Context: an optimization exercise on an open-source flow, tuned for small area. The choices shown serve that exercise and are no tape-out recipe.
RTL that was checked went through simulation tests only; none was proved equivalent to the original.
The RTL of run 4 was laid out without a check of its function.
The clock cells of runs 1 and 5 come from the design's own scripts or RTL, not from TritonCTS.
The clock input has no modelled driver; a real chip could not lean on it and would need a root buffer or a full tree.
Power is estimated from default activity; no workload was simulated.

==> design.v <==
module ADC_Aqu (
	input             adc_clk,
	input             rst,
	input             adc_dco,
	input      [7:0]  adc_da,
	input      [7:0]  adc_db,
	input      [15:0] decimation,
	output reg [7:0]  adc_data,
	output reg        decim_clk
);
reg  [15:0] cnt_n;
wire [16:0] cy;      
wire [16:0] bo;      
wire [15:0] cnt_d;
wire        gt   = ~cy[16];
wire        nclr = cy[16] & ~rst;
assign cy[1]    = cnt_n[0] | decimation[0];
assign cnt_d[0] = ~(nclr & cnt_n[0]);
assign bo[1]    = cnt_n[0];
genvar i;
generate for (i = 1; i < 16; i = i + 1) begin : bitc
	CntMaj cmp (.a(cnt_n[i]), .b(decimation[i]), .c(cy[i]), .co(cy[i+1]));
	if (i % 2) begin : odd
		CntDB db (.k(cnt_n[i]), .nb(bo[i]), .nclr(nclr), .d(cnt_d[i]));
		CntBB bb (.k(cnt_n[i]), .nb(bo[i]), .bwo(bo[i+1]));
	end else begin : even
		CntDA da (.k(cnt_n[i]), .bw(bo[i]), .nclr(nclr), .d(cnt_d[i]));
		CntBA ba (.k(cnt_n[i]), .bw(bo[i]), .nbo(bo[i+1]));
	end
end endgenerate
always @(posedge adc_clk) begin
	cnt_n     <= cnt_d;
	decim_clk <= ~(cy[16] | rst);
	if (gt)
		adc_data <= adc_dco ? adc_da : adc_db;
end
endmodule
module CntMaj (input a, input b, input c, output co);
assign co = (a & b) | (a & c) | (b & c);
endmodule
module CntDA (input k, input bw, input nclr, output d);
assign d = ~(nclr & ~(k ^ bw));
endmodule
module CntDB (input k, input nb, input nclr, output d);
assign d = ~(nclr & (k ^ nb));
endmodule
module CntBA (input k, input bw, output nbo);
assign nbo = k | ~bw;
endmodule
module CntBB (input k, input nb, output bwo);
assign bwo = ~(nb | k);
endmodule
module Trigger (
	input            clk,
	input            en,
	input            rising,
	input      [7:0] data,
	input      [7:0] level,
	output reg       trig
);
reg  [119:0] win;
wire [7:0]   lb = {level[7], ~level[6:0]};
wire [10:0]  q;
wire [3:0]   e1, e3;
wire         c1, c3;
wire         lz  = ~|level[6:0];
wire         kle = level[7] | lz;     
wire         nkge = level[7];         
assign e1 = {rising & kle, rising ? ~kle : nkge, 1'b0, rising};
assign e3 = {~rising & kle, rising ? nkge : ~kle, 1'b0, ~rising};
always @(posedge clk) begin
	if (en) begin
		win  <= {~data[7], data[6:0], win[119:8]};
		trig <= (c1 ^ c3) & (c3 == rising);
	end
end
wire n1, n2, n3, n4, n6, n7, n9, n10, n12, n13, n15, n16, n18, n19, n20, n21, n22, n23, n25, n26, n28, n30, n31, n33, n34, n36, n37, n39, n41, n42, n44, n45, n47, n48, n50, n51, n53, n55, n56, n58, n59, n61, n62, n64, n65, n67, n68, n70, n71, n72, n74, n75, n77, n78, n80, n81, n83, n84, n86, n87, n88, n90, n91, n93, n94, n96, n97, n99, n100, n102, n103, n104, n106, n107, n109, n110, n112, n113, n115, n116, n118, n119, n120, n122, n123, n125, n126, n128, n129, n131, n132, n134, n135, n136, n138, n139, n141, n143, n144, n146, n147, n149, n150, n151, n153, n154, n156, n158, n159, n161, n162, n164, n165, n167, n169, n170, n172, n173, n175, n176, n178, n179, n181, n183, n184, n186, n187, n189, n190, n192, n193, n195, n196, n198, n199, n200, n202, n203, n205, n206, n208, n209, n211, n212, n214, n215, n216, n218, n219, n221, n222, n224, n225, n227, n228, n230, n231, n232, n234, n235, n237, n238, n240, n241, n243, n244, n246, n247, n248, n250, n251, n253, n254, n256, n257, n259, n260, n262, n263, n264, n266, n267, n269, n271, n272, n274, n275, n277;
assign n1 = lb[0] ^ lb[2];
assign n2 = lb[0] & lb[2];
TrigFA fa5 (.a(lb[1]), .b(lb[3]), .c(n2), .s(n3), .co(n4));
TrigFA fa8 (.a(lb[2]), .b(lb[4]), .c(n4), .s(n6), .co(n7));
TrigFA fa11 (.a(lb[3]), .b(lb[5]), .c(n7), .s(n9), .co(n10));
TrigFA fa14 (.a(lb[4]), .b(lb[6]), .c(n10), .s(n12), .co(n13));
TrigFA fa17 (.a(lb[5]), .b(lb[7]), .c(n13), .s(n15), .co(n16));
assign n18 = lb[6] ^ 1'b1 ^ n16;
assign n19 = (lb[6] & 1'b1) | (lb[6] & n16) | (1'b1 & n16);
assign n20 = lb[7] ^ 1'b1 ^ n19;
assign n21 = (lb[7] & 1'b1) | (lb[7] & n19) | (1'b1 & n19);
assign q[0] = lb[0];
assign q[1] = lb[1];
assign q[2] = n1;
assign q[3] = n3;
assign q[4] = n6;
assign q[5] = n9;
assign q[6] = n12;
assign q[7] = n15;
assign q[8] = n18;
assign q[9] = n20;
assign q[10] = n21;
TrigFA fa24 (.a(win[0]), .b(win[8]), .c(win[16]), .s(n22), .co(n23));
TrigFA fa27 (.a(win[24]), .b(win[32]), .c(e1[0]), .s(n25), .co(n26));
TrigMaj mj29 (.a(n22), .b(n25), .c(q[0]), .co(n28));
TrigFA fa32 (.a(win[1]), .b(win[9]), .c(win[17]), .s(n30), .co(n31));
TrigFA fa35 (.a(win[25]), .b(win[33]), .c(n23), .s(n33), .co(n34));
TrigFA fa38 (.a(n30), .b(n26), .c(n33), .s(n36), .co(n37));
TrigMaj mj40 (.a(q[1]), .b(n28), .c(n36), .co(n39));
TrigFA fa43 (.a(win[2]), .b(win[10]), .c(win[18]), .s(n41), .co(n42));
TrigFA fa46 (.a(win[26]), .b(win[34]), .c(e1[2]), .s(n44), .co(n45));
TrigFA fa49 (.a(n31), .b(n41), .c(n34), .s(n47), .co(n48));
TrigFA fa52 (.a(n44), .b(q[2]), .c(n37), .s(n50), .co(n51));
TrigMaj mj54 (.a(n47), .b(n39), .c(n50), .co(n53));
TrigFA fa57 (.a(win[3]), .b(win[11]), .c(win[19]), .s(n55), .co(n56));
TrigFA fa60 (.a(win[27]), .b(win[35]), .c(e1[3]), .s(n58), .co(n59));
TrigFA fa63 (.a(n42), .b(n55), .c(n45), .s(n61), .co(n62));
TrigFA fa66 (.a(n58), .b(q[3]), .c(n48), .s(n64), .co(n65));
TrigFA fa69 (.a(n61), .b(n51), .c(n64), .s(n67), .co(n68));
assign n70 = n53 & n67;
TrigFA fa73 (.a(win[4]), .b(win[12]), .c(win[20]), .s(n71), .co(n72));
TrigFA fa76 (.a(win[28]), .b(win[36]), .c(n56), .s(n74), .co(n75));
TrigFA fa79 (.a(n71), .b(n59), .c(n74), .s(n77), .co(n78));
TrigFA fa82 (.a(q[4]), .b(n62), .c(n77), .s(n80), .co(n81));
TrigFA fa85 (.a(n65), .b(n80), .c(n68), .s(n83), .co(n84));
assign n86 = n70 & n83;
TrigFA fa89 (.a(win[5]), .b(win[13]), .c(win[21]), .s(n87), .co(n88));
TrigFA fa92 (.a(win[29]), .b(win[37]), .c(n72), .s(n90), .co(n91));
TrigFA fa95 (.a(n87), .b(n75), .c(n90), .s(n93), .co(n94));
TrigFA fa98 (.a(q[5]), .b(n78), .c(n93), .s(n96), .co(n97));
TrigFA fa101 (.a(n81), .b(n96), .c(n84), .s(n99), .co(n100));
assign n102 = n86 & n99;
TrigFA fa105 (.a(win[6]), .b(win[14]), .c(win[22]), .s(n103), .co(n104));
TrigFA fa108 (.a(win[30]), .b(win[38]), .c(n88), .s(n106), .co(n107));
TrigFA fa111 (.a(n103), .b(n91), .c(n106), .s(n109), .co(n110));
TrigFA fa114 (.a(q[6]), .b(n94), .c(n109), .s(n112), .co(n113));
TrigFA fa117 (.a(n97), .b(n112), .c(n100), .s(n115), .co(n116));
assign n118 = n102 & n115;
TrigFA fa121 (.a(win[7]), .b(win[15]), .c(win[23]), .s(n119), .co(n120));
TrigFA fa124 (.a(win[31]), .b(win[39]), .c(n104), .s(n122), .co(n123));
TrigFA fa127 (.a(n119), .b(n107), .c(n122), .s(n125), .co(n126));
TrigFA fa130 (.a(q[7]), .b(n110), .c(n125), .s(n128), .co(n129));
TrigFA fa133 (.a(n113), .b(n128), .c(n116), .s(n131), .co(n132));
assign n134 = n118 & n131;
TrigFA fa137 (.a(n120), .b(n123), .c(q[8]), .s(n135), .co(n136));
TrigFA fa140 (.a(n126), .b(n135), .c(n129), .s(n138), .co(n139));
TrigMaj mj142 (.a(n138), .b(n132), .c(n134), .co(n141));
TrigFA fa145 (.a(q[9]), .b(n136), .c(n139), .s(n143), .co(n144));
assign n146 = n143 & n141;
TrigMaj mj148 (.a(q[10]), .b(n144), .c(n146), .co(n147));
assign n149 = 1'b1 & n147;
TrigFA fa152 (.a(win[80]), .b(win[88]), .c(win[96]), .s(n150), .co(n151));
TrigFA fa155 (.a(win[104]), .b(win[112]), .c(e3[0]), .s(n153), .co(n154));
TrigMaj mj157 (.a(n150), .b(n153), .c(q[0]), .co(n156));
TrigFA fa160 (.a(win[81]), .b(win[89]), .c(win[97]), .s(n158), .co(n159));
TrigFA fa163 (.a(win[105]), .b(win[113]), .c(n151), .s(n161), .co(n162));
TrigFA fa166 (.a(n158), .b(n154), .c(n161), .s(n164), .co(n165));
TrigMaj mj168 (.a(q[1]), .b(n156), .c(n164), .co(n167));
TrigFA fa171 (.a(win[82]), .b(win[90]), .c(win[98]), .s(n169), .co(n170));
TrigFA fa174 (.a(win[106]), .b(win[114]), .c(e3[2]), .s(n172), .co(n173));
TrigFA fa177 (.a(n159), .b(n169), .c(n162), .s(n175), .co(n176));
TrigFA fa180 (.a(n172), .b(q[2]), .c(n165), .s(n178), .co(n179));
TrigMaj mj182 (.a(n175), .b(n167), .c(n178), .co(n181));
TrigFA fa185 (.a(win[83]), .b(win[91]), .c(win[99]), .s(n183), .co(n184));
TrigFA fa188 (.a(win[107]), .b(win[115]), .c(e3[3]), .s(n186), .co(n187));
TrigFA fa191 (.a(n170), .b(n183), .c(n173), .s(n189), .co(n190));
TrigFA fa194 (.a(n186), .b(q[3]), .c(n176), .s(n192), .co(n193));
TrigFA fa197 (.a(n189), .b(n179), .c(n192), .s(n195), .co(n196));
assign n198 = n181 & n195;
TrigFA fa201 (.a(win[84]), .b(win[92]), .c(win[100]), .s(n199), .co(n200));
TrigFA fa204 (.a(win[108]), .b(win[116]), .c(n184), .s(n202), .co(n203));
TrigFA fa207 (.a(n199), .b(n187), .c(n202), .s(n205), .co(n206));
TrigFA fa210 (.a(q[4]), .b(n190), .c(n205), .s(n208), .co(n209));
TrigFA fa213 (.a(n193), .b(n208), .c(n196), .s(n211), .co(n212));
assign n214 = n198 & n211;
TrigFA fa217 (.a(win[85]), .b(win[93]), .c(win[101]), .s(n215), .co(n216));
TrigFA fa220 (.a(win[109]), .b(win[117]), .c(n200), .s(n218), .co(n219));
TrigFA fa223 (.a(n215), .b(n203), .c(n218), .s(n221), .co(n222));
TrigFA fa226 (.a(q[5]), .b(n206), .c(n221), .s(n224), .co(n225));
TrigFA fa229 (.a(n209), .b(n224), .c(n212), .s(n227), .co(n228));
assign n230 = n214 & n227;
TrigFA fa233 (.a(win[86]), .b(win[94]), .c(win[102]), .s(n231), .co(n232));
TrigFA fa236 (.a(win[110]), .b(win[118]), .c(n216), .s(n234), .co(n235));
TrigFA fa239 (.a(n231), .b(n219), .c(n234), .s(n237), .co(n238));
TrigFA fa242 (.a(q[6]), .b(n222), .c(n237), .s(n240), .co(n241));
TrigFA fa245 (.a(n225), .b(n240), .c(n228), .s(n243), .co(n244));
assign n246 = n230 & n243;
TrigFA fa249 (.a(win[87]), .b(win[95]), .c(win[103]), .s(n247), .co(n248));
TrigFA fa252 (.a(win[111]), .b(win[119]), .c(n232), .s(n250), .co(n251));
TrigFA fa255 (.a(n247), .b(n235), .c(n250), .s(n253), .co(n254));
TrigFA fa258 (.a(q[7]), .b(n238), .c(n253), .s(n256), .co(n257));
TrigFA fa261 (.a(n241), .b(n256), .c(n244), .s(n259), .co(n260));
assign n262 = n246 & n259;
TrigFA fa265 (.a(n248), .b(n251), .c(q[8]), .s(n263), .co(n264));
TrigFA fa268 (.a(n254), .b(n263), .c(n257), .s(n266), .co(n267));
TrigMaj mj270 (.a(n266), .b(n260), .c(n262), .co(n269));
TrigFA fa273 (.a(q[9]), .b(n264), .c(n267), .s(n271), .co(n272));
assign n274 = n271 & n269;
TrigMaj mj276 (.a(q[10]), .b(n272), .c(n274), .co(n275));
assign n277 = 1'b1 & n275;
assign c1 = n149;
assign c3 = n277;
endmodule
module TrigFA (input a, input b, input c, output s, output co);
assign s  = a ^ b ^ c;
assign co = (a & b) | (a & c) | (b & c);
endmodule
module TrigMaj (input a, input b, input c, output co);
assign co = (a & b) | (a & c) | (b & c);
endmodule
module probe_trigger (
	input  wire        clk,
	input  wire        rst,
	input  wire        adc_dco,
	input  wire [7:0]  adc_da,
	input  wire [7:0]  adc_db,
	input  wire [15:0] decimation,
	input  wire [7:0]  level,
	input  wire        rising,
	output wire [7:0]  adc_data,
	output wire        decim_strobe,
	output wire        trig
);
ADC_Aqu ADC_A (
	.adc_clk(clk), .rst(rst), .adc_dco(adc_dco), .adc_da(adc_da), .adc_db(adc_db),
	.decimation(decimation), .adc_data(adc_data), .decim_clk(decim_strobe));
Trigger trigger (
	.clk(clk), .en(decim_strobe), .rising(rising), .data(adc_data), .level(level),
	.trig(trig));
endmodule
==> flow/run.sh <==
#!/bin/bash
set -euo pipefail
F=$PWD/flow
export POST_SYNTH_TCL=$F/downsize.tcl
export PRE_CTS_TCL=$F/cts.tcl
export BUFFER_PORTS_ARGS="-buffer_cell sky130_fd_sc_hd__buf_1"
bash standard.sh synth > log_synth.txt 2>&1
bash standard.sh finish > log_finish.txt 2>&1
==> flow/cts.tcl <==
# PRE_CTS hook: a small two-level clock tree in place of TritonCTS's H-tree.
# The flip-flops are split by recursive bisection of their placement into
# 2^LEAF_LEVELS groups, each driven by a clkbuf_8 at its centroid (about
# 18 flip-flops per buffer keeps the clock-pin slew near 100 ps). The leaf
# buffers are driven by 2 root clkbuf_8 (one per half of the die), which the
# clock port drives. Every register sees the same buffer depth; detailed
# placement, parasitics estimation and the timing repair that cts.tcl runs
# next work on this tree as on TritonCTS's.
rename clock_tree_synthesis tritoncts_unused
set ::LEAF_LEVELS 3

proc cts_split {items} {
  # split a list of {obj x y} in two halves along its wider extent
  set xs [lsort -integer -index 1 $items]
  set ys [lsort -integer -index 2 $items]
  set dx [expr {[lindex $xs end 1] - [lindex $xs 0 1]}]
  set dy [expr {[lindex $ys end 2] - [lindex $ys 0 2]}]
  set s [expr {$dx >= $dy ? $xs : $ys}]
  set h [expr {[llength $s] / 2}]
  return [list [lrange $s 0 [expr {$h - 1}]] [lrange $s $h end]]
}

proc cts_centroid {items} {
  set sx 0; set sy 0
  foreach s $items { incr sx [lindex $s 1]; incr sy [lindex $s 2] }
  return [list [expr {$sx / [llength $items]}] [expr {$sy / [llength $items]}]]
}

proc cts_buffer {name driver_net loads x y} {
  # loads: list of {iterm x y}; returns the new buffer's {inst x y}
  set block [ord::get_db_block]
  set master [[ord::get_db] findMaster sky130_fd_sc_hd__clkbuf_8]
  set buf [odb::dbInst_create $block $master $name]
  set net [odb::dbNet_create $block ${name}_net]
  $net setSigType CLOCK
  foreach s $loads { set it [lindex $s 0]; $it disconnect; $it connect $net }
  [$buf findITerm A] connect $driver_net
  [$buf findITerm X] connect $net
  $buf setLocation $x $y
  $buf setPlacementStatus PLACED
  puts "cts.tcl: $name drives [llength $loads] pins at ($x, $y)"
  return [list [$buf findITerm A] $x $y]
}

proc clock_tree_synthesis {args} {
  set block [ord::get_db_block]
  set clk [$block findNet clk]
  set sinks {}
  foreach it [$clk getITerms] {
    set b [[$it getInst] getBBox]
    lappend sinks [list $it [expr {([$b xMin] + [$b xMax]) / 2}] [expr {([$b yMin] + [$b yMax]) / 2}]]
  }
  # two halves, one root each; each half split into leaf groups
  set r 0
  set l 0
  foreach half [cts_split $sinks] {
    set groups [list $half]
    for {set i 1} {$i < $::LEAF_LEVELS} {incr i} {
      set next {}
      foreach g $groups { lappend next {*}[cts_split $g] }
      set groups $next
    }
    set leaves {}
    foreach g $groups {
      lassign [cts_centroid $g] x y
      lappend leaves [list $g $x $y]
    }
    lassign [cts_centroid $leaves] rx ry
    # create the root first (driven by clk, no loads yet), then the leaves on its net
    set root [cts_buffer clkroot_$r $clk {} $rx $ry]
    set rnet [[[$block findInst clkroot_$r] findITerm X] getNet]
    foreach lf $leaves {
      lassign $lf g x y
      cts_buffer clkleaf_$l $rnet $g $x $y
      incr l
    }
    incr r
  }
  $clk setSigType CLOCK
  set_propagated_clock [all_clocks]
}
==> flow/downsize.tcl <==
# POST_SYNTH hook: set every cell to the smallest drive strength of its
# function (same cell name up to the _N suffix). Timing has several ns of
# slack; the later repair steps upsize whatever needs it for slew or load.
set db [ord::get_db]
set block [ord::get_db_block]
set n 0
foreach inst [$block getInsts] {
  set m [[$inst getMaster] getName]
  if {![regexp {^(sky130_fd_sc_hd__[a-z0-9]+)_([0-9]+)$} $m -> base sz]} { continue }
  foreach s {0 1 2} {
    if {$s >= $sz} { break }
    set cand [$db findMaster ${base}_$s]
    if {$cand != "NULL" && $cand != ""} {
      if {[$inst swapMaster $cand]} { incr n }
      break
    }
  }
}
puts "downsize.tcl: swapped $n cells to a smaller drive strength"
==> standard.sh <==
#!/bin/bash
# synth_recipe.tcl (not shown) runs the flow's synth.tcl, then flattens the netlist and writes it again
# the make line also repeats each setting of config.mk as NAME=value (left out here)
make -C /OpenROAD-flow-scripts/flow DESIGN_CONFIG=/design/flow/config.mk WORK_HOME=/design/flow/orfs CLKGATE_MAP_FILE= SYNTH_SCRIPT=/design/flow/synth_recipe.tcl "${@:-finish}"
==> config.mk <==
export PLATFORM = sky130hd
export DESIGN_NAME = probe_trigger
export DESIGN_NICKNAME = probe_trigger
export VERILOG_FILES = /design/flow/design.v
export SDC_FILE = /design/flow/constraint.sdc
export NUM_CORES = 4
export LEC_CHECK = 0
export CAP_MARGIN = 20
export CORE_MARGIN = 2
export CORE_UTILIZATION = 65
export CTS_BUF_LIST = sky130_fd_sc_hd__clkbuf_8
export PLACE_DENSITY = 0.75
export SLEW_MARGIN = 20
export SYNTH_HIERARCHICAL = 1
==> constraint.sdc <==
create_clock -name core_clock -period 13.0 [get_ports {clk}]
set_input_delay 2.6000 -clock core_clock [delete_from_list [all_inputs] [get_ports {clk}]]
set_output_delay 2.6000 -clock core_clock [all_outputs]
set_load 0.01 [all_outputs]
==> impl_metrics.env, run 1 <==
export IMPL_switching_share=0.206
export IMPL_fin_nets=537
export IMPL_start_util=0.674
export IMPL_track_usage=0.169
export IMPL_first_iter_violations=120
export IMPL_io_buffers=53
export IMPL_io_pins=54
export IMPL_wire_per_inst_microns=16.4
export IMPL_outcome="finished clean"
export IMPL_seqPwrFrac=0.657
export IMPL_p_sw_uw=158
export IMPL_p_clk_frac=0.246
export IMPL_crit_buf_inv=2
export IMPL_n_fill_cell=607
export IMPL_fp_row_count=36
export IMPL_layout_drive_gt1_share=0.0293
export IMPL_max_stage_delay_ps=400
export IMPL_skew_ps=13.5
export IMPL_crit_fanout=8
export IMPL_finalSetupViolCount=0
export IMPL_grt_antenna_before_repair=0
export IMPL_grt_pass1_wl_microns=15000
export IMPL_finalCritPeriodShare=0.659
export IMPL_holdCritPathClass="reg2reg"
export IMPL_dieArea_sq_um=11000
export IMPL_netlist_instances=346
export IMPL_tns_ps=0
export IMPL_crit_start="decimation[0]"
export IMPL_hpwl_microns=6760
export IMPL_cpMostUsedCell="maj3_1"
export IMPL_power_density_nw_per_um2=107
export IMPL_crit_end="ADC_A.adc_data[4]"
export IMPL_insertedDiodeCount=0
export IMPL_clk_latency_ps=320
export IMPL_r2r_end="ADC_A.adc_data[4]"
export IMPL_ant_nets=0
export IMPL_area_growth_pct=7.68
export IMPL_comb_power_share=0.097
export IMPL_critical_path_class="in2reg"
export IMPL_arrival_ps=8570
export IMPL_overflow=0
export IMPL_final_hold_viol_count=0
export IMPL_path_clk_slew_ps=100
export IMPL_r2r_start="ADC_A.cnt_n[0]"
export IMPL_slowest_stage="maj3_1"
export IMPL_dp_cells=532
export IMPL_path_delay_family="adder cells"
export IMPL_p_total_uw=768
export IMPL_clock_fmax_mhz=117
export IMPL_ir_worst_vdd_v=0.0000716
export IMPL_cts_setup_buffers=0
export IMPL_finalMaxSlewViolations=0
export IMPL_ys_warn_count=8
export IMPL_dr_pass1_iters=4
export IMPL_num_vias=2916
export IMPL_worstMarginPinSlew_ps=966
export IMPL_die_w_microns=105
export IMPL_cts_resized=0
export IMPL_avgSynthCellArea_sq_um=19.2
export IMPL_cp_end_kind="flip-flop"
export IMPL_grt_max_degree=66
export IMPL_netlist_area_sq_um=6650
export IMPL_max_slew_margin_rel=0.354
export IMPL_fin_cells=542
export IMPL_die_h_microns=105
export IMPL_wirelength_microns=8880
export IMPL_rsz0062_at_grt="no"
export IMPL_min_period_ps=8570
export IMPL_syn_nets=472
export IMPL_remaining_drc_errors=0
export IMPL_p_int_uw=610
export IMPL_grt_pass1_vias=3117
export IMPL_leakage_uw=0.00228
export IMPL_worst_path_stages=18
export IMPL_drv_cap=0
export IMPL_crit_path_cell_trace="buf_1 > or2_0 > maj3_1 > maj3_1 > maj3_1 > maj3_1 > maj3_1 > maj3_1 > maj3_1 > maj3_1 > maj3_1 > maj3_1 > maj3_1 > maj3_1 > maj3_1 > maj3_1 > maj3_1 > inv_1"
export IMPL_gp_congestion=0.847
export IMPL_cts_hold_buf=0
export IMPL_avgViaCountPerCell=5.38
export IMPL_critPathLaunchType="input pin"
export IMPL_core_sq_um=9860
export IMPL_reg2reg_depth=17
export IMPL_required_ps=13000
export IMPL_r2r_setup_slack_ps=6380
[metal layers]
metal,share of wire,GRT usage
met1,0.47,0.258
met2,0.47,0.279
met3,0.048,0.0193
met4,0.011,0.0152
met5,0,0
[how the worst min path moves through the flow]
| stage | start | endpoint | depth (start not counted) |
|---|---|---|---|
| after floorplan | trigger.win[40] | trigger.win[32] | 0 |
| after global placement | trigger.win[54] | trigger.win[46] | 0 |
| after detailed placement | trigger.win[53] | trigger.win[45] | 0 |
| after CTS | trigger.win[69] | trigger.win[61] | 0 |
| after global routing | trigger.win[56] | trigger.win[48] | 0 |
| final | trigger.win[63] | trigger.win[55] | 0 |
[stage by stage]
step           hold slack, ps   util  setup WS (ps)  area, sq um
6_report                  419  0.725           4430         7160
5_1_grt                   437  0.725           4180         7160
3_5_place_dp              405  0.711           4050         7020
3_3_place_gp              401  0.711           4130         7020
4_1_cts                   421  0.725           4400         7160
2_1_floorplan             400      -           4350         6650
[sequential cells by signal (all words and copies together), names as in the netlist]
| signal | cells |
|---|---|
| trigger.trig | 1 |
| ADC_A.decim_clk | 1 |
| ADC_A.adc_data | 8 |
| trigger.win | 120 |
| ADC_A.cnt_n | 16 |
[power by group through the flow]
stage	Sequential (uW)	Combinational, uW	Clock, uW
floorplan	515	54.3	0
CTS	504	76.7	196
finish	504	74.8	189
global route	504	87.3	213
detailed placement	515	76.5	0
global placement	515	72.7	0
[worst register-to-register path: cells and delay by family, from the launching register on]
family	cells	cell delay (ps)
adder cells (fa/ha/maj)	15	5470
AND/OR/NAND/NOR	1	240
flip-flops	1	370
buffers and inverters	1	250
[placed cells by master, fill, tap and decap left out]
cell / n
buf_1: 53
nor4_1: 2
nand2_1: 17
edfxtp_1: 129
maj3_1: 25
o21ai_0: 1
a21oi_1: 1
xnor2_1: 8
xor2_1: 8
nand4_1: 2
mux2_1: 8
fa_1: 79
dfxtp_1: 16
buf_4: 1
nand2b_1: 8
o22ai_1: 2
ha_1: 3
clkbuf_8: 10
or4_1: 2
and2_0: 2
nor2b_1: 1
dfxtp_4: 1
nand3b_1: 2
or2_0: 1
a21boi_0: 1
nor2_1: 10
or4b_1: 1
inv_1: 15
[cell type report]
cell class	instances	area [sq um]	share of cell area
Buffer	10	138	0.0192
Inverter	15	56.3	0.00787
Multi-Input combinational cell	184	2370	0.331
Sequential cell	146	4220	0.589
Tap cell	133	166	0.0233
Timing Repair Buffer	54	206	0.0289
==> inputs of run 2 (changes only) <==
==> flow/run.sh (replaced) <==
#!/bin/bash
set -euo pipefail
export BUFFER_PORTS_ARGS="-buffer_cell sky130_fd_sc_hd__buf_1"
export CTS_ARGS="-sink_clustering_enable -repair_clock_nets -buf_list sky130_fd_sc_hd__clkbuf_8 -dont_use_dummy_load -sink_clustering_size 25 -sink_clustering_max_diameter 80"
bash standard.sh synth > log_synth.txt 2>&1
bash standard.sh finish > log_finish.txt 2>&1
removed: flow/cts.tcl
removed: flow/downsize.tcl
==> run 2 against run 1 <==
Against the previous run:
- clock skew increased by 11 ps
- synthesized cell count unchanged
- area after synthesis is 1.0% higher
- hold slack worse by 22 ps
- die area grew 0.99%
==> impl_metrics.env, run 2 <==
export IMPL_ant_nets=0
export IMPL_fin_cells=552
export IMPL_clock_sinks=146
export IMPL_final_cell_mix="edfxtp_1, fa_1, buf_1, maj3_2"
export IMPL_track_usage=0.192
export IMPL_holdCritPathClass="reg2reg"
export IMPL_required_ps=13110
export IMPL_crit_fanout=8
export IMPL_synth_area_leaders="edfxtp_1, fa_1, dfxtp_1"
export IMPL_area_growth_pct=8.98
export IMPL_avgViaCountPerCell=5.30
export IMPL_ys_ff_latch=146
export IMPL_die_h_microns=106
export IMPL_wire_per_inst_microns=17.0
export IMPL_reg2reg_depth=17
export IMPL_hpwl_microns=6860
export IMPL_p_clk_frac=0.300
export IMPL_arrival_ps=7880
export IMPL_gp_congestion=0.761
export IMPL_dr_pass1_iters=4
export IMPL_fin_nets=544
export IMPL_yosysTopAreaCell="edfxtp_1"
export IMPL_overflow=0
export IMPL_h_tree_depth=4
export IMPL_finalSetupViolCount=0
export IMPL_largest_reg_flops=120
export IMPL_ys_warn_count=8
export IMPL_skew_ps=24.9
export IMPL_p_total_uw=834
export IMPL_outcome="finished clean"
export IMPL_die_w_microns=106
export IMPL_crit_end="ADC_A.adc_data[1]"
export IMPL_synth_top_area_share=0.577
export IMPL_ys_flop_type="edfxtp_1"
export IMPL_reg_largest_list="trigger.win: 120 flops, ADC_A.cnt_n: 16 flops, ADC_A.adc_data: 8 flops"
export IMPL_drv_cap=0
export IMPL_switching_share=0.211
export IMPL_synth_enable_flop_cells=129
export IMPL_final_common_cell="edfxtp_1"
export IMPL_min_period_ps=7770
export IMPL_wirelength_microns=9380
export IMPL_finalCritPeriodShare=0.598
export IMPL_remaining_drc_errors=0
export IMPL_first_iter_violations=162
export IMPL_p_sw_uw=176
export IMPL_finalMaxSlewViolations=0
export IMPL_worstHoldStart="trigger.win[45]"
export IMPL_critical_path_class="in2reg"
export IMPL_netlist_area_sq_um=6710
export IMPL_cts_made_buffers=17
export IMPL_yosys_top_cells_count="edfxtp_1, fa_1, maj3_2"
export IMPL_layout_setup_ws_ps=5230
export IMPL_cts_max_path_buffers=2
export IMPL_r2r_end="ADC_A.adc_data[1]"
export IMPL_num_vias=2927
export IMPL_leakage_uw=0.00239
export IMPL_grt_pass1_wl_microns=15600
export IMPL_avgSynthCellArea_sq_um=19.4
export IMPL_crit_start="decimation[0]"
export IMPL_path_clk_slew_ps=70
export IMPL_max_slew_margin_rel=0.359
export IMPL_p_int_uw=658
export IMPL_seqPwrFrac=0.605
export IMPL_fp_row_count=37
export IMPL_clock_fmax_mhz=129
export IMPL_grt_pass1_vias=3228
export IMPL_grt_antenna_before_repair=0
export IMPL_netlist_instances=346
export IMPL_cts_tree="done"
export IMPL_start_util=0.659
export IMPL_clockRootBuffer="clkbuf_8"
export IMPL_cp_end_kind="flip-flop"
export IMPL_regMostFlops="trigger.win"
export IMPL_grt_max_degree=80
export IMPL_ir_worst_vdd_v=0.0000919
export IMPL_ys_types=25
export IMPL_cts_hold_buf=0
export IMPL_dp_cells=535
export IMPL_layout_drive_gt1_share=0.127
export IMPL_tns_ps=0
export IMPL_cts_resized=0
export IMPL_r2r_start="ADC_A.cnt_n[0]"
export IMPL_dieArea_sq_um=11200
export IMPL_comb_power_share=0.095
export IMPL_final_hold_viol_count=0
export IMPL_rsz0062_at_grt="no"
export IMPL_power_density_nw_per_um2=114
export IMPL_cts_setup_buffers=0
export IMPL_synth_most_common_cell="edfxtp_1"
export IMPL_pre_cts_ws_ps=4730
export IMPL_worstMarginPinSlew_ps=962
export IMPL_clk_latency_ps=430
export IMPL_io_pins=54
export IMPL_critPathLaunchType="input pin"
export IMPL_fin_util=0.718
export IMPL_r2r_setup_slack_ps=7090
export IMPL_synthArstFlopShare=0
export IMPL_insertedDiodeCount=0
export IMPL_io_buffers=53
export IMPL_syn_nets=472
export IMPL_seq_area_frac_synth=0.628
export IMPL_core_sq_um=10200
[run 2: cell families after synthesis]
family / share of synthesized area
AOI/OAI and AO/OA: 0.00447
xor gates and xnor gates: 0.0209
adders and majority gates: 0.283
buffers and inverters: 0.0101
DFF: 0.628
muxes: 0.0179
and+or+nand+nor: 0.0360
[run 2: cell type report]
cell class | instances | area (sq um)
Clock buffer | 17 | 234
Fill cell | 653 | 2870
Inverter | 15 | 56.3
Multi-Input combinational cell | 184 | 2430
Sequential cell | 146 | 4220
Tap cell | 136 | 170
Timing Repair Buffer | 54 | 206
[run 2: per-layer routing]
layer	part of all wire	wire [microns]	track usage	up-vias
met5	0	0	0	-
met3	0.050	470	0.0656	10
li1	-	-	-	1358
met1	0.45	4210	0.269	1491
met4	0.014	129	0.0714	0
met2	0.49	4570	0.287	68
[run 2: worst min path at each step]
stage	to	slack, ps	cells past startpoint
after floorplan	trigger.win[32]	400	0
after global placement	trigger.win[52]	400	0
after detailed placement	trigger.win[56]	400	0
after CTS	trigger.win[37]	400	0
after global routing	trigger.win[57]	420	0
final	trigger.win[37]	400	0
[run 2: Yosys stat by module (local to each module, per instance), a selection]
module | flops+latches | cells
Trigger | 121 | 159
TrigFA | 0 | 1
CntDB | 0 | 2
CntDA | 0 | 2
CntBA | 0 | 1
CntBB | 0 | 1
[run 2: power groups by stage]
stage,Clock (uW),Combinational (uW),Sequential [uW]
global route,278,92.0,504
CTS,262,80.7,505
finish,250,79.3,505
floorplan,0,58.8,515
detailed placement,0,80.4,515
global placement,0,77.1,515
[run 2: through the flow]
step           hold slack, ps  area [sq um]
2_1_floorplan             400          6710
3_3_place_gp              401          7080
3_5_place_dp              405          7080
4_1_cts                   401          7320
5_1_grt                   417          7320
6_report                  398          7320
[run 2: critical path, stage by stage]
cell	delay, ps
buf_1	70
or2_2	270
maj3_2	320
maj3_2	310
maj3_2	310
maj3_2	310
maj3_2	310
maj3_2	310
maj3_2	310
maj3_2	310
maj3_2	310
maj3_2	310
maj3_2	310
maj3_2	310
maj3_2	320
maj3_2	310
maj3_2	340
inv_1	250
==> inputs of run 3 (changes only) <==
==> run.sh (new file) <==
#!/bin/bash
# synth_recipe.tcl (not shown) runs the flow's synth.tcl, then flattens the netlist and writes it again
# the make line also repeats each setting of config.mk as NAME=value (left out here)
make -C /OpenROAD-flow-scripts/flow DESIGN_CONFIG=/design/flow/config.mk WORK_HOME=/design/flow/orfs CLKGATE_MAP_FILE= SYNTH_SCRIPT=/design/flow/synth_recipe.tcl finish
removed: flow/run.sh
removed: standard.sh
==> run 3 against run 2 <==
Against the previous run:
- critical endpoint is now ADC_A.adc_data[6]
- flip-flop and latch count did not move
- sequential power barely moved
- clock skew fell by 15 ps
- fmax fell by 3.9%
- non-clock buffer count did not move
- area after synthesis did not move
- routed wire length rose by 2.2%
- register-to-register slack got worse by 20 ps
- combinational power rose by 8.8%
==> impl_metrics.env, run 3 <==
export IMPL_skew_ps=9.84
export IMPL_finalCritPeriodShare=0.622
export IMPL_hold_worst_slack_ps=416
export IMPL_n_fill_cell=604
export IMPL_r2r_start="ADC_A.cnt_n[0]"
export IMPL_holdCritPathClass="reg2reg"
export IMPL_finalSetupViolCount=0
export IMPL_fp_row_count=37
export IMPL_synth_enable_flop_cells=129
export IMPL_yosys_top_cells_count="edfxtp_1, fa_1, maj3_2"
export IMPL_area_growth_pct=15.9
export IMPL_crit_start="decimation[0]"
export IMPL_syn_nets=472
export IMPL_io_buffers=53
export IMPL_cts_resized=0
export IMPL_clock_sinks=146
export IMPL_crit_buf_inv=2
export IMPL_min_period_ps=8080
export IMPL_final_common_cell="edfxtp_1"
export IMPL_required_ps=13130
export IMPL_crit_path_cell_trace="clkdlybuf4s50_1 > or2_2 > maj3_2 > maj3_2 > maj3_2 > maj3_2 > maj3_2 > maj3_2 > maj3_2 > maj3_2 > maj3_2 > maj3_2 > maj3_2 > maj3_2 > maj3_2 > maj3_2 > maj3_2 > inv_1"
export IMPL_rsz0062_at_grt="no"
export IMPL_worst_path_stages=18
export IMPL_critical_path_class="in2reg"
export IMPL_clock_fmax_mhz=124
export IMPL_cts_setup_buffers=0
export IMPL_outcome="finished clean"
export IMPL_avgViaCountPerCell=5.29
export IMPL_crit_end="ADC_A.adc_data[6]"
export IMPL_netlist_instances=346
export IMPL_arrival_ps=8210
export IMPL_clk_latency_ps=450
export IMPL_clockRootBuffer="clkbuf_8"
export IMPL_yosysTopAreaCell="edfxtp_1"
export IMPL_start_util=0.659
export IMPL_core_sq_um=10200
export IMPL_ir_worst_vdd_v=0.0000896
export IMPL_cts_made_buffers=17
export IMPL_cpMostUsedCell="maj3_2"
export IMPL_synth_top_area_share=0.577
export IMPL_finalMaxSlewViolations=0
export IMPL_r2r_setup_slack_ps=7070
export IMPL_wire_per_inst_microns=16.9
export IMPL_seq_area_sq_um=4220
export IMPL_leakage_uw=0.00260
export IMPL_insertedDiodeCount=0
export IMPL_synthArstFlopShare=0
export IMPL_reg_largest_list="trigger.win: 120 flops, ADC_A.cnt_n: 16 flops, ADC_A.adc_data: 8 flops"
export IMPL_gp_congestion=0.746
export IMPL_grt_pass1_vias=3281
export IMPL_cp_end_kind="flip-flop"
export IMPL_max_stage_delay_ps=380
export IMPL_grt_antenna_before_repair=0
export IMPL_max_slew_margin_rel=0.341
export IMPL_cts_max_path_buffers=2
export IMPL_path_clk_slew_ps=80
export IMPL_dieArea_sq_um=11200
export IMPL_layout_drive_gt1_share=0.153
export IMPL_path_delay_family="adder cells"
export IMPL_remaining_drc_errors=0
export IMPL_largest_reg_flops=120
export IMPL_reg2reg_depth=17
export IMPL_final_hold_viol_count=0
export IMPL_final_cell_mix="edfxtp_1, fa_1, clkdlybuf4s50_1, maj3_2"
export IMPL_synth_most_common_cell="edfxtp_1"
export IMPL_worstMarginPinSlew_ps=986
export IMPL_ys_types=25
export IMPL_regMostFlops="trigger.win"
export IMPL_slowest_stage="clkdlybuf4s50_1"
export IMPL_avgSynthCellArea_sq_um=19.4
export IMPL_fin_nets=544
export IMPL_ys_warn_count=8
export IMPL_overflow=0
export IMPL_cts_tree="done"
export IMPL_die_h_microns=106
export IMPL_ys_flop_type="edfxtp_1"
export IMPL_first_iter_violations=161
export IMPL_multiInputGateArea_sq_um=2430
export IMPL_tns_ps=0
export IMPL_die_w_microns=106
export IMPL_r2r_end="ADC_A.adc_data[6]"
export IMPL_wirelength_microns=9590
export IMPL_io_pins=54
export IMPL_num_vias=2997
export IMPL_ys_ff_latch=146
export IMPL_dr_pass1_iters=5
export IMPL_drv_cap=0
export IMPL_crit_fanout=8
export IMPL_hpwl_microns=7020
export IMPL_power_density_nw_per_um2=118
export IMPL_ant_nets=0
export IMPL_h_tree_depth=4
export IMPL_critPathLaunchType="input pin"
export IMPL_synth_area_leaders="edfxtp_1, fa_1, dfxtp_1"
export IMPL_grt_pass1_wl_microns=16100
export IMPL_cts_hold_buf=0
export IMPL_netlist_area_sq_um=6710
export IMPL_track_usage=0.200
export IMPL_grt_max_degree=69
export IMPL_seq_area_frac_synth=0.628
==> run 3: cell types whose count changed in the layout (fill, tap and decap cells not counted), moves of 3 or more <==
cell / delta
inv_6: +5
clkdlybuf4s50_1: +53
buf_1: -53
clkinv_4: +3
==> run 3: area by class of cell <==
class | instances | share of cell area
tap | 136 | 0.0219
sequential | 146 | 0.542
timing repair buffer | 54 | 0.0691
clock buffer | 17 | 0.0301
multi-input combinational | 184 | 0.313
inverter | 15 | 0.00724
clock inverter | 15 | 0.0170
==> run 3: metrics by stage <==
step / cells / util / total power [uW] / cell area, sq um / worst slack [ps]
final: 567 / 0.764 / 916 / 7780 / 4920
after global routing: 567 / 0.764 / 960 / 7780 / 4800
after CTS: 567 / 0.764 / 928 / 7780 / 4900
after detailed placement: 535 / 0.728 / 603 / 7410 / 4410
after global placement: 535 / 0.728 / 600 / 7410 / 4470
after floorplan: 346 / - / 574 / 6710 / 5030
==> run 3: logic make-up after synthesis <==
family / Yosys count / share of synthesized area
compound gates: 5 / 0.00447
xor+xnor: 16 / 0.0209
fa+ha+maj: 107 / 0.283
buf+inv: 16 / 0.0101
flops: 146 / 0.628
mux: 8 / 0.0179
simple gates: 48 / 0.0360
==> run 3: worst min-delay path by stage <==
| stage | from | endpoint | cells after the start |
|---|---|---|---|
| 3_5_place_dp | trigger.win[54] | trigger.win[46] | 0 |
| 6_report | trigger.win[63] | trigger.win[55] | 0 |
| 5_1_grt | trigger.win[77] | trigger.win[69] | 0 |
| 3_3_place_gp | trigger.win[49] | trigger.win[41] | 0 |
| 2_1_floorplan | trigger.win[40] | trigger.win[32] | 0 |
| 4_1_cts | trigger.win[63] | trigger.win[55] | 0 |
==> run 3: modules after synthesis (local to each module, per instance), a selection <==
module | cell area (sq um) | times used | flip-flops and latches
ADC_Aqu | 739 | 1 | 25
CntBA | 6.26 | 7 | 0
CntBB | 3.75 | 7 | 0
CntMaj | 11.3 | 15 | 0
TrigFA | 20.0 | 79 | 0
Trigger | 3850 | 1 | 121
==> run 3: power breakdown <==
group          total, uW  leakage [uW]  switching [uW]  internal (uW)
clock network        326      0.000183             173            152
registers            504       0.00130           0.795            503
logic               86.3       0.00112            38.6           47.7
total                916       0.00260             213            703
==> run 3: worst reg2reg max path, delay by kind of cell (launching register included) <==
family        cells  cell delay [ps]
fa+ha+maj        15             4720
flops             1              350
simple gates      1              300
buf+inv           1              260
==> run 3: routing by layer <==
layer  wire, microns  GRT usage  vias up
met2            4760      0.309       80
met1            4120      0.266     1529
li1                -          -     1371
met4             222     0.0930        0
met3             484     0.0612       17
met5               0          0        -
==> inputs of run 4 (changes only) <==
--- a/design.v
+++ b/design.v
@@ -12,23 +12,15 @@
 wire [16:0] cy;      
-wire [16:0] bo;      
-wire [15:0] cnt_d;
-wire        gt   = ~cy[16];
-wire        nclr = cy[16] & ~rst;
-assign cy[1]    = cnt_n[0] | decimation[0];
-assign cnt_d[0] = ~(nclr & cnt_n[0]);
-assign bo[1]    = cnt_n[0];
+wire [16:0] bw;      
+wire        gt = ~cy[16];
+wire        clr = gt | rst;
+assign cy[0] = 1'b1;
+assign bw[0] = 1'b1;
 genvar i;
-generate for (i = 1; i < 16; i = i + 1) begin : bitc
-	CntMaj cmp (.a(cnt_n[i]), .b(decimation[i]), .c(cy[i]), .co(cy[i+1]));
-	if (i % 2) begin : odd
-		CntDB db (.k(cnt_n[i]), .nb(bo[i]), .nclr(nclr), .d(cnt_d[i]));
-		CntBB bb (.k(cnt_n[i]), .nb(bo[i]), .bwo(bo[i+1]));
-	end else begin : even
-		CntDA da (.k(cnt_n[i]), .bw(bo[i]), .nclr(nclr), .d(cnt_d[i]));
-		CntBA ba (.k(cnt_n[i]), .bw(bo[i]), .nbo(bo[i+1]));
-	end
+generate for (i = 0; i < 16; i = i + 1) begin : bitc
+	assign cy[i+1] = (cnt_n[i] & decimation[i]) | (cnt_n[i] & cy[i]) | (decimation[i] & cy[i]);
+	assign bw[i+1] = bw[i] & ~cnt_n[i];
 end endgenerate
 always @(posedge adc_clk) begin
-	cnt_n     <= cnt_d;
-	decim_clk <= ~(cy[16] | rst);
+	cnt_n     <= clr ? 16'hffff : cnt_n ^ bw[15:0];
+	decim_clk <= gt & ~rst;
 	if (gt)
@@ -36,17 +28,2 @@
 end
-endmodule
-module CntMaj (input a, input b, input c, output co);
-assign co = (a & b) | (a & c) | (b & c);
-endmodule
-module CntDA (input k, input bw, input nclr, output d);
-assign d = ~(nclr & ~(k ^ bw));
-endmodule
-module CntDB (input k, input nb, input nclr, output d);
-assign d = ~(nclr & (k ^ nb));
-endmodule
-module CntBA (input k, input bw, output nbo);
-assign nbo = k | ~bw;
-endmodule
-module CntBB (input k, input nb, output bwo);
-assign bwo = ~(nb | k);
 endmodule
--- a/config.mk
+++ b/config.mk
@@ -7,2 +7,3 @@
 export LEC_CHECK = 0
+export ABC_AREA = 1
 export CAP_MARGIN = 20
@@ -10,3 +11,3 @@
 export CORE_UTILIZATION = 65
-export CTS_BUF_LIST = sky130_fd_sc_hd__clkbuf_8
+export CTS_BUF_LIST = sky130_fd_sc_hd__clkbuf_4
 export PLACE_DENSITY = 0.75
==> run 4 against run 3 <==
Against the previous run:
- register-to-register slack better by 550 ps
- synthesized cell count is 26% higher
- utilization is 0.94 points higher
- first-iteration DRC count is 14% higher
- critical endpoint is now trigger.trig
==> impl_metrics.env, run 4 <==
export IMPL_outcome="finished clean"
export IMPL_drv_cap=0
export IMPL_area_growth_pct=14.6
export IMPL_p_sw_uw=204
export IMPL_num_vias=3501
export IMPL_reg2reg_depth=20
export IMPL_slowest_stage="clkdlybuf4s50_1"
export IMPL_critical_path_class="in2reg"
export IMPL_hold_end="ADC_A.cnt_n[0]"
export IMPL_worst_path_stages=21
export IMPL_cts_setup_buffers=0
export IMPL_clock_fmax_mhz=136
export IMPL_reg_largest_list="trigger.win: 120 flops, ADC_A.cnt_n: 16 flops, ADC_A.adc_data: 8 flops"
export IMPL_r2r_start="trigger.win[80]"
export IMPL_netlist_instances=436
export IMPL_p_int_uw=726
export IMPL_synth_xor_area_share=0.00125
export IMPL_max_slew_margin_rel=0.477
export IMPL_grt_pass1_wl_microns=18300
export IMPL_synth_top_area_share=0.553
export IMPL_finalSetupViolCount=0
export IMPL_io_buffers=53
export IMPL_synth_simple_area_share=0.0806
export IMPL_synth_area_mux_share=0.0129
export IMPL_syn_nets=576
export IMPL_yosys_top_cells_count="edfxtp_1, fa_1, nand2_1"
export IMPL_clk_latency_ps=520
export IMPL_clock_sinks=146
export IMPL_track_usage=0.215
export IMPL_seq_area_frac_synth=0.602
export IMPL_dieArea_sq_um=11600
export IMPL_cts_resized=0
export IMPL_finalMaxSlewViolations=0
export IMPL_grt_max_degree=66
export IMPL_final_cell_mix="edfxtp_1, fa_1, nand2_1, clkdlybuf4s50_1, inv_1"
export IMPL_ant_nets=0
export IMPL_path_clk_slew_ps=120
export IMPL_switching_share=0.219
export IMPL_remaining_drc_errors=0
export IMPL_crit_path_cell_trace="clkdlybuf4s50_1 > inv_2 > fa_1 > fa_1 > fa_1 > fa_1 > fa_1 > fa_1 > fa_1 > fa_1 > nand4_1 > nor2_1 > nand2_1 > nand3_2 > nand2_1 > inv_1 > nand2_1 > nand3_2 > o21ai_2 > o21ai_1 > inv_1"
export IMPL_tns_ps=0
export IMPL_seqPwrFrac=0.542
export IMPL_hold_depth=1
export IMPL_critPathLaunchType="input pin"
export IMPL_finalCritPeriodShare=0.565
export IMPL_synth_most_common_cell="edfxtp_1"
export IMPL_start_util=0.675
export IMPL_crit_fanout=6
export IMPL_synth_top_family_by_area="adder cells"
export IMPL_skew_ps=15.3
export IMPL_avgViaCountPerCell=5.34
export IMPL_wirelength_microns=10900
export IMPL_grt_pass1_vias=3796
export IMPL_ys_ff_latch=146
export IMPL_ir_worst_vdd_v=0.000121
export IMPL_grt_antenna_before_repair=1
export IMPL_io_pins=54
export IMPL_rsz0062_at_grt="no"
export IMPL_required_ps=13300
export IMPL_wire_per_inst_microns=16.7
export IMPL_n_fill_cell=638
export IMPL_final_hold_viol_count=0
export IMPL_comb_power_share=0.107
export IMPL_r2r_setup_slack_ps=7620
export IMPL_hpwl_microns=7950
export IMPL_synth_fa_ha_area_frac=0.256
export IMPL_leakage_uw=0.00318
export IMPL_cp_end_kind="flip-flop"
export IMPL_final_common_cell="edfxtp_1"
export IMPL_cts_made_buffers=17
export IMPL_cpMostUsedCell="fa_1"
export IMPL_die_h_microns=108
export IMPL_largest_reg_flops=120
export IMPL_layout_drive_gt1_share=0.123
export IMPL_synth_enable_flop_cells=129
export IMPL_regMostFlops="trigger.win"
export IMPL_dpl_instance_area_sq_um=7680
export IMPL_r2r_end="trigger.trig"
export IMPL_synth_area_leaders="edfxtp_1, fa_1, dfxtp_1"
export IMPL_cts_hold_buf=0
export IMPL_p_clk_frac=0.351
export IMPL_ys_warn_count=8
export IMPL_fin_area_sq_um=8020
export IMPL_worstMarginPinSlew_ps=785
export IMPL_core_sq_um=10400
export IMPL_clockRootBuffer="clkbuf_4"
export IMPL_yosysTopAreaCell="edfxtp_1"
export IMPL_crit_buf_inv=4
export IMPL_min_period_ps=7350
export IMPL_fp_row_count=37
export IMPL_fin_nets=646
export IMPL_power_density_nw_per_um2=116
export IMPL_overflow=0
export IMPL_holdCritPathClass="reg2reg"
export IMPL_synthArstFlopShare=0
export IMPL_p_total_uw=929
export IMPL_worstHoldStart="ADC_A.cnt_n[0]"
export IMPL_h_tree_depth=4
export IMPL_netlist_area_sq_um=7000
export IMPL_gp_congestion=0.787
export IMPL_dr_pass1_iters=4
export IMPL_cts_max_path_buffers=2
export IMPL_die_w_microns=108
export IMPL_arrival_ps=7650
export IMPL_synth_compound_area_frac=0.0136
export IMPL_first_iter_violations=183
export IMPL_ys_types=23
export IMPL_cts_tree="done"
export IMPL_path_delay_family="adder cells"
export IMPL_ys_flop_type="edfxtp_1"
export IMPL_avgSynthCellArea_sq_um=16.1
export IMPL_max_stage_delay_ps=660
-- run 4: cells by family (layout without fill, tap and decap cells) --
| logic type | count (synthesis) | in the layout |
|---|---|---|
| buffers and inverters | 58 | 141 |
| and+or+nand+nor | 112 | 112 |
| AOI/OAI and AO/OA | 15 | 15 |
| muxes | 8 | 8 |
| xor gates and xnor gates | 1 | 1 |
| other | 0 | 1 |
| DFF | 146 | 146 |
| adders and majority gates | 96 | 96 |
-- run 4: worst max path at each step --
stage	to	slack, ps	start
2_1_floorplan	trigger.trig	5920	level[0]
4_1_cts	trigger.trig	5730	rising
5_1_grt	trigger.trig	5460	rising
6_report	trigger.trig	5650	rising
3_5_place_dp	trigger.trig	5120	level[0]
3_3_place_gp	trigger.trig	5250	rising
-- run 4: cell type report --
class	count	area, sq um	area share
clock inverters	13	190	0.0237
well taps	136	170	0.0212
clock buffers	19	143	0.0178
flip-flops and latches	146	4220	0.526
repair buffers	54	538	0.0671
multi-input cells	232	2550	0.318
inverters	55	206	0.0257
diodes	1	2.50	0.000312
-- run 4: power groups by stage --
stage	combinational [uW]	clock [uW]	sequential [uW]
5_1_grt	115	351	504
6_report	99.2	326	504
4_1_cts	99.1	334	504
3_5_place_dp	98.8	0	515
2_1_floorplan	67.3	0	515
3_3_place_gp	94.2	0	515
-- run 4: modules after synthesis, one instance, submodules excluded, excerpt --
module | area, sq um | cells | times used
ADC_Aqu | 1340 | 144 | 1
Trigger | 3870 | 173 | 1
TrigFA | 20.0 | 1 | 79
TrigMaj | 21.3 | 4 | 10
-- run 4: per-layer routing --
metal | part of all wire | global-route usage | vias up
li1 | - | - | 1628
met1 | 0.42 | 0.272 | 1784
met2 | 0.52 | 0.363 | 76
met3 | 0.040 | 0.0587 | 13
met4 | 0.016 | 0.0742 | 0
met5 | 0 | 0 | -
-- run 4: metrics by stage --
stage / util / std cells / setup slack [ps] / hold WS [ps]
6_report: 0.773 / 656 / 5650 / 422
3_5_place_dp: 0.741 / 623 / 5120 / 400
5_1_grt: 0.773 / 656 / 5460 / 437
3_3_place_gp: 0.741 / 623 / 5250 / 393
4_1_cts: 0.773 / 655 / 5730 / 424
2_1_floorplan: - / 436 / 5920 / 381
==> inputs of run 5 (changes only) <==
--- a/design.v
+++ b/design.v
@@ -12,15 +12,23 @@
 wire [16:0] cy;      
-wire [16:0] bw;      
-wire        gt = ~cy[16];
-wire        clr = gt | rst;
-assign cy[0] = 1'b1;
-assign bw[0] = 1'b1;
+wire [16:0] bo;      
+wire [15:0] cnt_d;
+wire        gt   = ~cy[16];
+wire        nclr = cy[16] & ~rst;
+assign cy[1]    = cnt_n[0] | decimation[0];
+assign cnt_d[0] = ~(nclr & cnt_n[0]);
+assign bo[1]    = cnt_n[0];
 genvar i;
-generate for (i = 0; i < 16; i = i + 1) begin : bitc
-	assign cy[i+1] = (cnt_n[i] & decimation[i]) | (cnt_n[i] & cy[i]) | (decimation[i] & cy[i]);
-	assign bw[i+1] = bw[i] & ~cnt_n[i];
+generate for (i = 1; i < 16; i = i + 1) begin : bitc
+	CntMaj cmp (.a(cnt_n[i]), .b(decimation[i]), .c(cy[i]), .co(cy[i+1]));
+	if (i % 2) begin : odd
+		CntDB db (.k(cnt_n[i]), .nb(bo[i]), .nclr(nclr), .d(cnt_d[i]));
+		CntBB bb (.k(cnt_n[i]), .nb(bo[i]), .bwo(bo[i+1]));
+	end else begin : even
+		CntDA da (.k(cnt_n[i]), .bw(bo[i]), .nclr(nclr), .d(cnt_d[i]));
+		CntBA ba (.k(cnt_n[i]), .bw(bo[i]), .nbo(bo[i+1]));
+	end
 end endgenerate
 always @(posedge adc_clk) begin
-	cnt_n     <= clr ? 16'hffff : cnt_n ^ bw[15:0];
-	decim_clk <= gt & ~rst;
+	cnt_n     <= cnt_d;
+	decim_clk <= ~(cy[16] | rst);
 	if (gt)
@@ -28,2 +36,17 @@
 end
+endmodule
+module CntMaj (input a, input b, input c, output co);
+assign co = (a & b) | (a & c) | (b & c);
+endmodule
+module CntDA (input k, input bw, input nclr, output d);
+assign d = ~(nclr & ~(k ^ bw));
+endmodule
+module CntDB (input k, input nb, input nclr, output d);
+assign d = ~(nclr & (k ^ nb));
+endmodule
+module CntBA (input k, input bw, output nbo);
+assign nbo = k | ~bw;
+endmodule
+module CntBB (input k, input nb, output bwo);
+assign bwo = ~(nb | k);
 endmodule
==> flow/run.sh (new file) <==
#!/bin/bash
set -euo pipefail
F=$PWD/flow
export POST_SYNTH_TCL=$F/downsize.tcl
export PRE_CTS_TCL=$F/cts.tcl
export CTS_LEAVES=${CTS_LEAVES:-8} CTS_ROOTS=${CTS_ROOTS:-2}
export CTS_LEAF_CELL=sky130_fd_sc_hd__clkbuf_8 CTS_ROOT_CELL=sky130_fd_sc_hd__clkbuf_4
export BUFFER_PORTS_ARGS="-buffer_cell sky130_fd_sc_hd__buf_1"
bash standard.sh synth > log_synth.txt 2>&1
bash standard.sh finish > log_finish.txt 2>&1
==> flow/cts.tcl (new file) <==
rename clock_tree_synthesis tritoncts_unused

proc cts_env {name default} {
  if {[info exists ::env($name)] && $::env($name) ne ""} { return $::env($name) }
  return $default
}

proc cts_split {items k} {
  # split a list of {obj x y} into k groups of near-equal size, cutting
  # each time along the wider extent
  if {$k <= 1} { return [list $items] }
  set xs [lsort -integer -index 1 $items]
  set ys [lsort -integer -index 2 $items]
  set dx [expr {[lindex $xs end 1] - [lindex $xs 0 1]}]
  set dy [expr {[lindex $ys end 2] - [lindex $ys 0 2]}]
  set s [expr {$dx >= $dy ? $xs : $ys}]
  set k1 [expr {$k / 2}]
  set k2 [expr {$k - $k1}]
  set n1 [expr {([llength $s] * $k1 + $k / 2) / $k}]
  return [concat [cts_split [lrange $s 0 [expr {$n1 - 1}]] $k1] \
                 [cts_split [lrange $s $n1 end] $k2]]
}

proc cts_centroid {items} {
  set sx 0; set sy 0
  foreach s $items { incr sx [lindex $s 1]; incr sy [lindex $s 2] }
  return [list [expr {$sx / [llength $items]}] [expr {$sy / [llength $items]}]]
}

proc cts_buffer {name cell driver_net loads x y} {
  # loads: list of {iterm x y}; returns the new buffer's input as {iterm x y}
  set block [ord::get_db_block]
  set master [[ord::get_db] findMaster $cell]
  set buf [odb::dbInst_create $block $master $name]
  set net [odb::dbNet_create $block ${name}_net]
  $net setSigType CLOCK
  foreach s $loads { set it [lindex $s 0]; $it disconnect; $it connect $net }
  if {$driver_net ne ""} { [$buf findITerm A] connect $driver_net }
  [$buf findITerm X] connect $net
  $buf setLocation $x $y
  $buf setPlacementStatus PLACED
  puts "cts.tcl: $name ($cell) drives [llength $loads] pins at ($x, $y)"
  return [list [$buf findITerm A] $x $y]
}

proc clock_tree_synthesis {args} {
  set nleaf [cts_env CTS_LEAVES 8]
  set nroot [cts_env CTS_ROOTS 2]
  set leafcell [cts_env CTS_LEAF_CELL sky130_fd_sc_hd__clkbuf_8]
  set rootcell [cts_env CTS_ROOT_CELL sky130_fd_sc_hd__clkbuf_8]
  set block [ord::get_db_block]
  set clk [$block findNet clk]
  set sinks {}
  foreach it [$clk getITerms] {
    set b [[$it getInst] getBBox]
    lappend sinks [list $it [expr {([$b xMin] + [$b xMax]) / 2}] [expr {([$b yMin] + [$b yMax]) / 2}]]
  }
  set leaves {}
  set l 0
  foreach g [cts_split $sinks $nleaf] {
    lassign [cts_centroid $g] x y
    lappend leaves [cts_buffer clkleaf_$l $leafcell "" $g $x $y]
    incr l
  }
  set r 0
  foreach g [cts_split $leaves $nroot] {
    lassign [cts_centroid $g] x y
    cts_buffer clkroot_$r $rootcell $clk $g $x $y
    incr r
  }
  $clk setSigType CLOCK
  set_propagated_clock [all_clocks]
}
==> flow/downsize.tcl (new file) <==
# POST_SYNTH hook: set every cell to the smallest drive strength of its
# function (same cell name up to the _N suffix). Timing has several ns of
# slack; the later repair steps upsize whatever needs it for slew or load.
set db [ord::get_db]
set block [ord::get_db_block]
set n 0
foreach inst [$block getInsts] {
  set m [[$inst getMaster] getName]
  if {![regexp {^(sky130_fd_sc_hd__[a-z0-9]+)_([0-9]+)$} $m -> base sz]} { continue }
  foreach s {0 1 2} {
    if {$s >= $sz} { break }
    set cand [$db findMaster ${base}_$s]
    if {$cand != "NULL" && $cand != ""} {
      if {[$inst swapMaster $cand]} { incr n }
      break
    }
  }
}
puts "downsize.tcl: swapped $n cells to a smaller drive strength"
==> standard.sh (new file) <==
#!/bin/bash
# synth_recipe.tcl (not shown) runs the flow's synth.tcl, then flattens the netlist and writes it again
# the make line also repeats each setting of config.mk as NAME=value (left out here)
make -C /OpenROAD-flow-scripts/flow DESIGN_CONFIG=/design/flow/config.mk WORK_HOME=/design/flow/orfs CLKGATE_MAP_FILE= SYNTH_SCRIPT=/design/flow/synth_recipe.tcl "${@:-finish}"
--- a/config.mk
+++ b/config.mk
@@ -7,8 +7,6 @@
 export LEC_CHECK = 0
-export ABC_AREA = 1
 export CAP_MARGIN = 20
 export CORE_MARGIN = 2
-export CORE_UTILIZATION = 65
-export CTS_BUF_LIST = sky130_fd_sc_hd__clkbuf_4
-export PLACE_DENSITY = 0.75
+export CORE_UTILIZATION = 80
+export PLACE_DENSITY = 0.9
 export SLEW_MARGIN = 20
removed: run.sh
==> run 5 against run 4 <==
Against the previous run:
- final cell count fell by 22%
- fmax fell by 14%
- combinational power fell by 17%
- critical endpoint is now ADC_A.adc_data[3]
- highest routed layer unchanged
- global-route usage rose by 3.0 points
- sequential power barely moved
- via count fell by 13%
==> impl_metrics.env, run 5 <==
export IMPL_outcome="finished clean"
export IMPL_grt_max_degree=69
export IMPL_drv_cap=0
export IMPL_arrival_ps=8640
export IMPL_p_int_uw=605
export IMPL_holdCritPathClass="reg2reg"
export IMPL_fin_util=0.874
export IMPL_die_w_microns=95.1
export IMPL_finalMaxSlewViolations=0
export IMPL_ys_warn_count=8
export IMPL_leakage_uw=0.00228
export IMPL_cp_end_kind="flip-flop"
export IMPL_io_pins=54
export IMPL_die_h_microns=95.1
export IMPL_regMostFlops="trigger.win"
export IMPL_tns_ps=0
export IMPL_critical_path_class="in2reg"
export IMPL_skew_ps=12.8
export IMPL_cts_setup_buffers=0
export IMPL_wire_per_inst_microns=20.3
export IMPL_fp_row_count=33
export IMPL_gp_congestion=0.903
export IMPL_fin_nets=537
export IMPL_final_common_cell="edfxtp_1"
export IMPL_overflow=0
export IMPL_netlist_area_sq_um=6650
export IMPL_critPathLaunchType="input pin"
export IMPL_area_growth_pct=6.97
export IMPL_comb_power_share=0.106
export IMPL_r2r_setup_slack_ps=6300
export IMPL_largest_reg_flops=120
export IMPL_rsz0062_at_grt="no"
export IMPL_syn_nets=472
export IMPL_p_clk_frac=0.241
export IMPL_netlist_instances=346
export IMPL_hold_worst_slack_ps=421
export IMPL_layout_drive_gt1_share=0.0293
export IMPL_final_hold_viol_count=0
export IMPL_finalCritPeriodShare=0.661
export IMPL_final_cell_mix="edfxtp_1, fa_1, buf_1, maj3_1, nand2_1"
export IMPL_track_usage=0.245
export IMPL_cts_resized=0
export IMPL_wirelength_microns=10400
export IMPL_switching_share=0.217
export IMPL_ir_worst_vdd_v=0.0000884
export IMPL_path_clk_slew_ps=110
export IMPL_worstMarginPinSlew_ps=990
export IMPL_crit_fanout=8
export IMPL_first_iter_violations=126
export IMPL_finalSetupViolCount=0
export IMPL_num_vias=3040
export IMPL_start_util=0.817
export IMPL_io_buffers=53
export IMPL_max_slew_margin_rel=0.339
export IMPL_layout_setup_ws_ps=4410
export IMPL_core_sq_um=8130
export IMPL_avgViaCountPerCell=5.91
export IMPL_seqPwrFrac=0.653
export IMPL_remaining_drc_errors=0
export IMPL_required_ps=13050
export IMPL_ant_nets=0
export IMPL_min_period_ps=8590
export IMPL_clk_latency_ps=380
export IMPL_insertedDiodeCount=0
export IMPL_hpwl_microns=7790
export IMPL_cts_hold_buf=0
export IMPL_power_density_nw_per_um2=109
export IMPL_pre_cts_ws_ps=3970
export IMPL_avgSynthCellArea_sq_um=19.2
export IMPL_reg_largest_list="trigger.win: 120 flops, ADC_A.cnt_n: 16 flops, ADC_A.adc_data: 8 flops"
export IMPL_grt_pass1_wl_microns=16500
export IMPL_p_sw_uw=167
export IMPL_dieArea_sq_um=9050
export IMPL_grt_pass1_vias=3322
export IMPL_dr_pass1_iters=4
export IMPL_grt_antenna_before_repair=0
export IMPL_clock_fmax_mhz=116
==> run 5: metrics by stage <==
stage / power, uW / cells / cell area [sq um]
6_report: 772 / 514 / 7110
5_1_grt: 800 / 514 / 7110
4_1_cts: 775 / 514 / 7110
3_5_place_dp: 594 / 504 / 6980
3_3_place_gp: 586 / 504 / 6980
2_1_floorplan: 569 / 346 / 6650
==> run 5: worst paths after layout <==
path,startpoint,to,cells past startpoint
worst max-delay path,decimation[0],ADC_A.adc_data[3],18
worst min-delay path,trigger.win[76],trigger.win[68],0
worst max register to register,ADC_A.cnt_n[0],ADC_A.adc_data[3],17
worst min register to register,trigger.win[76],trigger.win[68],0
==> run 5: area by class of cell <==
| cell class | instances | area [sq um] |
|---|---|---|
| well taps | 105 | 131 |
| inverters | 15 | 56.3 |
| fillers | 303 | 1030 |
| plain buffers | 10 | 125 |
| flip-flops and latches | 146 | 4220 |
| repair buffers | 54 | 206 |
| multi-input cells | 184 | 2370 |
==> run 5: layer usage <==
metal  track usage  part of all wire  wire length, microns
met1         0.328              0.40                  4150
met2         0.440              0.52                  5450
met3        0.0300             0.055                   571
met4        0.0568             0.025                   258
met5             0                 0                     0
==> run 5: worst max-delay path: stages <==
cell	delay, ps
buf_1	60
or2_0	190
maj3_1	370
maj3_1	360
maj3_1	360
maj3_1	360
maj3_1	360
maj3_1	370
maj3_1	360
maj3_1	360
maj3_1	360
maj3_1	370
maj3_1	360
maj3_1	370
maj3_1	370
maj3_1	370
maj3_1	420
inv_1	280
==> run 5: power groups by stage <==
stage	sequential, uW	combinational [uW]	clock [uW]
2_1_floorplan	515	54.3	0
3_5_place_dp	515	79.6	0
4_1_cts	504	83.4	188
5_1_grt	504	92.3	204
3_3_place_gp	515	71.5	0
6_report	504	82.1	186

-- afterwards: timing with drivers on the ports --
The results above use ideal ports. As a check the final layouts listed here were re-extracted and re-timed, cells and wires unchanged.
Step 1 assumes that a clkbuf_16 drives the clock port and a buf_2 every other input.
Step 2, shift: input delay + t, output delay - t, t = (earliest + latest rising clock arrival at the registers) / 2. This alone moves slack from input paths to output paths.
Three values: no drivers, after step 1, after step 2; two values: the first two.
run | t (ns) | setup WS [ns] | pins driven straight from the clock port
run 1 | 0.352 | 4.430 / 4.451 / 4.099 | 2
run 2 | 0.451 | 5.231 / 5.244 / 4.794 | 1
run 3 | 0.483 | 4.915 / 4.929 / 4.446 | 1
run 4 | 0.550 | 5.651 / 5.661 / 5.110 | 1
run 5 | 0.407 | 4.407 / 4.426 / 4.019 | 2
After both steps every run listed still meets setup and hold. For run 4, which loses most, drivers alone change the setup slack by +0.010 ns; drivers and shift together by -0.541 ns.
